From an optimization exercise on the open Yosys and OpenROAD flow, aimed at small area; shortcuts taken in it are not production practice. The RTL was checked by simulation tests, not by an equivalence proof against the original design. The flow treats the clock pin as an ideal source. Dropping or thinning the clock tree relies on that and would not hold on a real chip. Power figures rest on the tool's default switching activity, not on a simulated workload.

## 01-16
// KFSDRAM
module KFSDRAM (
    input   logic               sdram_clock,
    input   logic               sdram_reset,
    input   logic   [24:0]      address,
    input   logic   [9:0]       access_num,
    input   logic   [15:0]      data_in,
    output  logic   [15:0]      data_out,
    input   logic               write_request,
    input   logic               read_request,
    output  logic               write_flag,
    output  logic               read_flag,
    output  logic               idle,
    output  logic   [12:0]      sdram_address,
    output  logic               sdram_cke,
    output  logic               sdram_cs,
    output  logic               sdram_ras,
    output  logic               sdram_cas,
    output  logic               sdram_we,
    output  logic   [1:0]       sdram_ba,
    input   logic   [15:0]      sdram_dq_in,
    output  logic   [15:0]      sdram_dq_out,
    output  logic               sdram_dq_io
);
    localparam logic [3:0] P_R    = 4'b0000;
    localparam logic [3:0] P_INIT = 4'b0001;
    localparam logic [3:0] P_SEQI = 4'b0010;
    localparam logic [3:0] P_IDLE = 4'b0011;
    localparam logic [9:0] LF_CLR  = 10'b0010111100;
    localparam logic [9:0] LF_INIT = 10'b0011010110;
    logic   [3:0]   ph;
    logic   [3:0]   ph_n;
    logic   [9:0]   k;
    logic   [9:0]   kp;
    logic   [9:0]   lf;
    logic   [15:0]  dq;
    logic   pR, pINIT, pSEQI, pIDLE, pSEQF, pSEQ, pCMD, pTAIL, tw;
    logic   tail_pre, tail_end, idl, req, ones9, due, last, cbr, act, wcmd, adv;
    logic   [9:0]   col;
    assign pR    = (ph == P_R);
    assign pINIT = (ph == P_INIT);
    assign pSEQI = (ph == P_SEQI);
    assign pIDLE = (ph == P_IDLE);
    assign pSEQF = ph[3] & ~ph[1] & ~ph[0];
    assign pSEQ  = ph[3] & ~ph[1] &  ph[0];
    assign pCMD  = ph[3] &  ph[1] & ~ph[0];
    assign pTAIL = ph[3] &  ph[1] &  ph[0];
    assign tw    = ph[2];
    assign tail_pre = pTAIL & (tw ? (k[1] & ~k[0]) : (k[2] & k[0]));
    assign tail_end = pTAIL & (tw ? (k[1] &  k[0]) : (k[2] & k[1]));
    assign idl  = pIDLE | tail_end;
    assign req  = write_request | read_request | due;
    assign ones9 = &lf[8:0];
    assign due  = lf[9] & ones9;
    logic   [10:0]  ic;
    assign ic[0] = ~pINIT | due;
    for (genvar i = 0; i < 10; i++) begin : g_inc
        assign kp[i]    = k[i] ^ ic[i];
  ...
==> module KFSDRAM, before the edit <==
module KFSDRAM (
    input   logic               sdram_clock,
    input   logic               sdram_reset,
    input   logic   [24:0]      address,
    input   logic   [9:0]       access_num,
    input   logic   [15:0]      data_in,
    output  logic   [15:0]      data_out,
    input   logic               write_request,
    input   logic               read_request,
    output  logic               write_flag,
    output  logic               read_flag,
    output  logic               idle,
    output  logic   [12:0]      sdram_address,
    output  logic               sdram_cke,
    output  logic               sdram_cs,
    output  logic               sdram_ras,
    output  logic               sdram_cas,
    output  logic               sdram_we,
    output  logic   [1:0]       sdram_ba,
    input   logic   [15:0]      sdram_dq_in,
    output  logic   [15:0]      sdram_dq_out,
    output  logic               sdram_dq_io
);
    localparam logic [3:0] P_R    = 4'b0000;
    localparam logic [3:0] P_INIT = 4'b0001;
    localparam logic [3:0] P_SEQI = 4'b0010;
    localparam logic [3:0] P_IDLE = 4'b0011;
    localparam logic [9:0] LF_CLR  = 10'b0010111100;
    localparam logic [9:0] LF_INIT = 10'b0011010110;
    logic   [3:0]   ph;
    logic   [3:0]   ph_n;
    logic   [9:0]   k;
    logic   [9:0]   kp;
    logic   [9:0]   lf;
    logic   [15:0]  dq;
    logic   pR, pINIT, pSEQI, pIDLE, pSEQF, pSEQ, pCMD, pTAIL, tw;
    logic   tail_pre, tail_end, idl, req, ones9, due, last, cbr, act, wcmd, adv;
    logic   [9:0]   col;
    assign pR    = (ph == P_R);
    assign pINIT = (ph == P_INIT);
    assign pSEQI = (ph == P_SEQI);
    assign pIDLE = (ph == P_IDLE);
    assign pSEQF = ph[3] & ~ph[1] & ~ph[0];
    assign pSEQ  = ph[3] & ~ph[1] &  ph[0];
    assign pCMD  = ph[3] &  ph[1] & ~ph[0];
    assign pTAIL = ph[3] &  ph[1] &  ph[0];
    assign tw    = ph[2];
    assign tail_pre = pTAIL & (tw ? (k[1] & ~k[0]) : (k[2] & k[0]));
    assign tail_end = pTAIL & (tw ? (k[1] &  k[0]) : (k[2] & k[1]));
    assign idl  = pIDLE | tail_end;
    assign req  = write_request | read_request | due;
    assign ones9 = &lf[8:0];
    assign due  = lf[9] & ones9;
    logic   [10:0]  ic;
    assign ic[0] = ~pINIT | due;
    for (genvar i = 0; i < 10; i++) begin : g_inc
        assign kp[i]    = k[i] ^ ic[i];
        assign ic[i+1]  = k[i] & ic[i];
    end
    assign last = (kp == access_num);
    assign cbr  = (pSEQI & ((k[3:0] == 4'd2) | (k[3:0] == 4'd7)))
                | (pSEQF & k[0] & ~k[1]);
    assign act  = pSEQ & k[0] & ~k[1] & ~k[2];
    assign wcmd = pCMD & tw;
    always_comb begin
        ph_n = ph;
        adv  = 1'b0;
        if (pR) begin
            ph_n = P_INIT;
            adv  = 1'b1;
        end
        if (pINIT & due & k[3] & k[2] & k[0]) begin
            ph_n = P_SEQI;
            adv  = 1'b1;
        end
        if (pSEQI & k[3] & k[2]) begin
            ph_n = P_IDLE;
            adv  = 1'b1;
        end
        if (idl) begin
            ph_n = req ? {1'b1, write_request, 1'b0, write_request | read_request} : P_IDLE;
            adv  = 1'b1;
        end
        if (pSEQF & k[2]) begin
            ph_n = P_IDLE;
            adv  = 1'b1;
        end
        if (pSEQ & k[2] & k[1]) begin
            ph_n = {1'b1, tw, 2'b10};
            adv  = 1'b1;
        end
        if (pCMD & last) begin
            ph_n = {1'b1, tw, 2'b11};
            adv  = 1'b1;
        end
    end
    always_ff @(posedge sdram_clock, posedge sdram_reset) begin
        if (sdram_reset)
            ph <= P_R;
        else
            ph <= ph_n;
    end
    always_ff @(posedge sdram_clock) begin
        k <= adv ? 10'd0 : kp;
        if (pR)
            lf <= LF_INIT;
        else if (cbr | (pINIT & due))
            lf <= LF_CLR;
        else
            lf <= {lf[8:0], ~(lf[9] ^ lf[6]) | ones9};
        dq <= data_in;
    end
    always_ff @(posedge sdram_clock, posedge sdram_reset) begin
        if (sdram_reset)
            data_out <= 16'd0;
        else
            data_out <= sdram_dq_in;
    end
    logic   [10:0]  cy;
    assign cy[0] = 1'b0;
    for (genvar i = 0; i < 10; i++) begin : g_col
        assign col[i]   = address[i] ^ k[i] ^ cy[i];
        assign cy[i+1]  = (address[i] & k[i]) | (address[i] & cy[i]) | (k[i] & cy[i]);
    end
    always_comb begin
        sdram_address = 13'd0;
        if (act)
            sdram_address = address[22:10];
        else if (pCMD)
            sdram_address[9:0] = col;
        else if (pSEQI & (k[3] & k[2]))
            sdram_address[9:0] = 10'h030;
        if ((pSEQI & (k[3:1] == 3'd0)) | tail_pre | tail_end)
            sdram_address[10] = 1'b1;
    end
    assign sdram_ba     = (act | pCMD) ? address[24:23] : 2'd0;
    assign sdram_cke    = ~pR;
    assign sdram_cs     = pR;
    assign sdram_ras    = ~((pSEQI & ((k[3:0] == 4'd0) | (k[3] & k[2]))) | cbr | act | tail_pre);
    assign sdram_cas    = ~(cbr | (pSEQI & k[3] & k[2]) | pCMD);
    assign sdram_we     = ~((pSEQI & ((k[3:0] == 4'd0) | (k[3] & k[2]))) | wcmd | tail_pre);
    assign sdram_dq_io  = ~wcmd;
    assign sdram_dq_out = dq & {16{wcmd}};
    assign idle         = idl;
    assign write_flag   = tw & ((pSEQ & k[2] & k[1]) | (pCMD & ~last));
    assign read_flag    = ~tw & ((pCMD & (|k[9:2]))
                               | (pTAIL & ~k[2] & ((|access_num[9:2])
                                                  | (k[1] & access_num[1])
                                                  | ((k[1] | access_num[1]) & k[0] & access_num[0]))));
endmodule
export LEC_CHECK = 0
export CAP_MARGIN = 20
export CORE_MARGIN = 2
export CORE_UTILIZATION = 40
export SLEW_MARGIN = 20
create_clock -name core_clock -period 10.0 [get_ports {sdram_clock}]
standard.sh (not shown) runs the stock make flow with config.mk's settings and CLKGATE_MAP_FILE= SYNTH_SCRIPT=/design/flow/synth_recipe.tcl, a recipe that flattens the netlist after the stock synthesis.
==> flow/flow/run.sh <==
#!/bin/bash
# The standard layout (standard.sh, ORFS steps unchanged) with these changes:
#  - synthesis: the standard flow's synthesis script, but ABC maps with flow/abc.script (area);
#  - every I/O port still gets its own buffer, but the smallest buffer cell (buf_1);
#  - clock tree: flow/cts_hook.tcl (sourced by ORFS as PRE_CTS_TCL) builds a balanced
#    tree (port -> [one root buffer if more than 4 groups] -> one buffer, sized for slew,
#    per group of at most
#    CTS_GROUP nearby flip-flops) in place of TritonCTS.
# All tool output goes to flow_make.log here (ORFS keeps per-step logs under orfs/logs).
set -euo pipefail
W="$(pwd)"
orig=$(grep -o 'SYNTH_SCRIPT=[^ ]*' standard.sh | head -1 | cut -d= -f2)
export FLOW_SYNTH_SCRIPT="$orig"
export MY_ABC_SCRIPT="$W/flow/abc.script"
sed "s|SYNTH_SCRIPT=[^ ]*|SYNTH_SCRIPT=$W/flow/synth_wrap.tcl|" standard.sh > my_standard.sh
export BUFFER_PORTS_ARGS="-buffer_cell sky130_fd_sc_hd__buf_1"
export PRE_CTS_TCL="$W/flow/cts_hook.tcl"
export CTS_GROUP=14
bash my_standard.sh > flow_make.log 2>&1
Other scripts of this flow, unchanged in this note and not shown: flow/flow/abc.script, flow/flow/cts_hook.tcl, flow/flow/synth_wrap.tcl
01-16 completed end to end with timing, DRC and antenna clean.
What 01-21 does differently from 01-16 at the input level:
--- a/flow/design.v
+++ b/flow/design.v
@@ -20,14 +20,14 @@
     input   logic   [15:0]      sdram_dq_in,
     output  logic   [15:0]      sdram_dq_out,
     output  logic               sdram_dq_io
 );
     localparam logic [3:0] P_R    = 4'b0000;
     localparam logic [3:0] P_INIT = 4'b0001;
-    localparam logic [3:0] P_SEQI = 4'b0010;
-    localparam logic [3:0] P_IDLE = 4'b0011;
+    localparam logic [3:0] P_SEQI = 4'b0011;
+    localparam logic [3:0] P_IDLE = 4'b0010;
     localparam logic [9:0] LF_CLR  = 10'b0010111100;
     localparam logic [9:0] LF_INIT = 10'b0011010110;
     logic   [3:0]   ph;
     logic   [3:0]   ph_n;
     logic   [9:0]   k;
     logic   [9:0]   kp;
@@ -39,14 +39,14 @@
     assign pR    = (ph == P_R);
     assign pINIT = (ph == P_INIT);
     assign pSEQI = (ph == P_SEQI);
     assign pIDLE = (ph == P_IDLE);
     assign pSEQF = ph[3] & ~ph[1] & ~ph[0];
     assign pSEQ  = ph[3] & ~ph[1] &  ph[0];
-    assign pCMD  = ph[3] &  ph[1] & ~ph[0];
-    assign pTAIL = ph[3] &  ph[1] &  ph[0];
+    assign pCMD  = ph[3] &  ph[1] &  ph[0];
+    assign pTAIL = ph[3] &  ph[1] & ~ph[0];
     assign tw    = ph[2];
     assign tail_pre = pTAIL & (tw ? (k[1] & ~k[0]) : (k[2] & k[0]));
     assign tail_end = pTAIL & (tw ? (k[1] &  k[0]) : (k[2] & k[1]));
     assign idl  = pIDLE | tail_end;
     assign req  = write_request | read_request | due;
     assign ones9 = &lf[8:0];
@@ -59,43 +59,26 @@
     end
     assign last = (kp == access_num);
     assign cbr  = (pSEQI & ((k[3:0] == 4'd2) | (k[3:0] == 4'd7)))
                 | (pSEQF & k[0] & ~k[1]);
     assign act  = pSEQ & k[0] & ~k[1] & ~k[2];
     assign wcmd = pCMD & tw;
+    logic step, go, rest;
+    assign step = pR | (pINIT & due & k[3] & k[2] & k[0]) | (pSEQI & k[3] & k[2])
+                | (pSEQ & k[2] & k[1]) | (pCMD & last);
+    assign go   = idl & req;
+    assign rest = (idl & ~req) | (pSEQF & k[2]);
+    assign adv  = step | idl | (pSEQF & k[2]);
     always_comb begin
         ph_n = ph;
-        adv  = 1'b0;
-        if (pR) begin
-            ph_n = P_INIT;
-            adv  = 1'b1;
-        end
-        if (pINIT & due & k[3] & k[2] & k[0]) begin
-            ph_n = P_SEQI;
-            adv  = 1'b1;
-        end
-        if (pSEQI & k[3] & k[2]) begin
+        if (step)
+            ph_n[1:0] = {ph[0], ~ph[1]};
+        if (go)
+            ph_n = {1'b1, write_request, 1'b0, write_request | read_request};
+        if (rest)
             ph_n = P_IDLE;
-            adv  = 1'b1;
-        end
-        if (idl) begin
-            ph_n = req ? {1'b1, write_request, 1'b0, write_request | read_request} : P_IDLE;
-            adv  = 1'b1;
-        end
-        if (pSEQF & k[2]) begin
-            ph_n = P_IDLE;
-            adv  = 1'b1;
-        end
-        if (pSEQ & k[2] & k[1]) begin
-            ph_n = {1'b1, tw, 2'b10};
-            adv  = 1'b1;
-        end
-        if (pCMD & last) begin
-            ph_n = {1'b1, tw, 2'b11};
-            adv  = 1'b1;
-        end
     end
     always_ff @(posedge sdram_clock, posedge sdram_reset) begin
         if (sdram_reset)
             ph <= P_R;
         else
             ph <= ph_n;
--- outcome ---
Between 01-21 and 01-16, routed wire length is lower for 01-21, 01-16 comes in above that.
The final area was comparable across 01-21 and 01-16.
In 01-21, the achievable clock frequency came out about 0.4% above the value in 01-16.
Area enclosed by the die boundary essentially unchanged between 01-21 and 01-16.
Between 01-16 and 01-21, the adder-cell area share of the yosys netlist figures differ only marginally.
01-21 gives less total power consumption of the routed design than 01-16 did.
Taking 01-16 as the reference, in 01-21 maximum resistive drop on vdd saw an increase, via count saw a decrease, combinational group share of total power saw a decrease, layout-stage area growth over the synthesis result saw little to no change.
In every run of this note, the design's own scripts or RTL, not TritonCTS, make the clock network.

[static timing again, ports no longer ideal]
In the flow no input, the clock included, has a driving cell. The finished layouts below were timed again as built, in two steps. Step 1 (the two cells are an assumption about what drives the block):
set clk [get_ports {sdram_clock}]
set_driving_cell -lib_cell sky130_fd_sc_hd__clkbuf_16 $clk
set_driving_cell -lib_cell sky130_fd_sc_hd__buf_2 [delete_from_list [all_inputs] $clk]
Step 2 also shifts input and output timing later by t, the mid clock arrival at the registers, as if the neighbouring blocks saw the same clock. a / b / c = no drivers / after step 1 / after step 2; a / b = the first two.
run | t (ns) | setup slack, ns | worst register clock-pin slew, ns
01-16 | 0.195 | 2.483 / 2.461 / 2.461 | 0.09 / 0.09
01-21 | 0.198 | 2.512 / 2.488 / 2.488 | 0.10 / 0.10
After both steps setup and hold are still met in every run listed. The setup slack of 01-21, which loses most, moves by -0.024 ns with the drivers and by -0.024 ns with both steps.
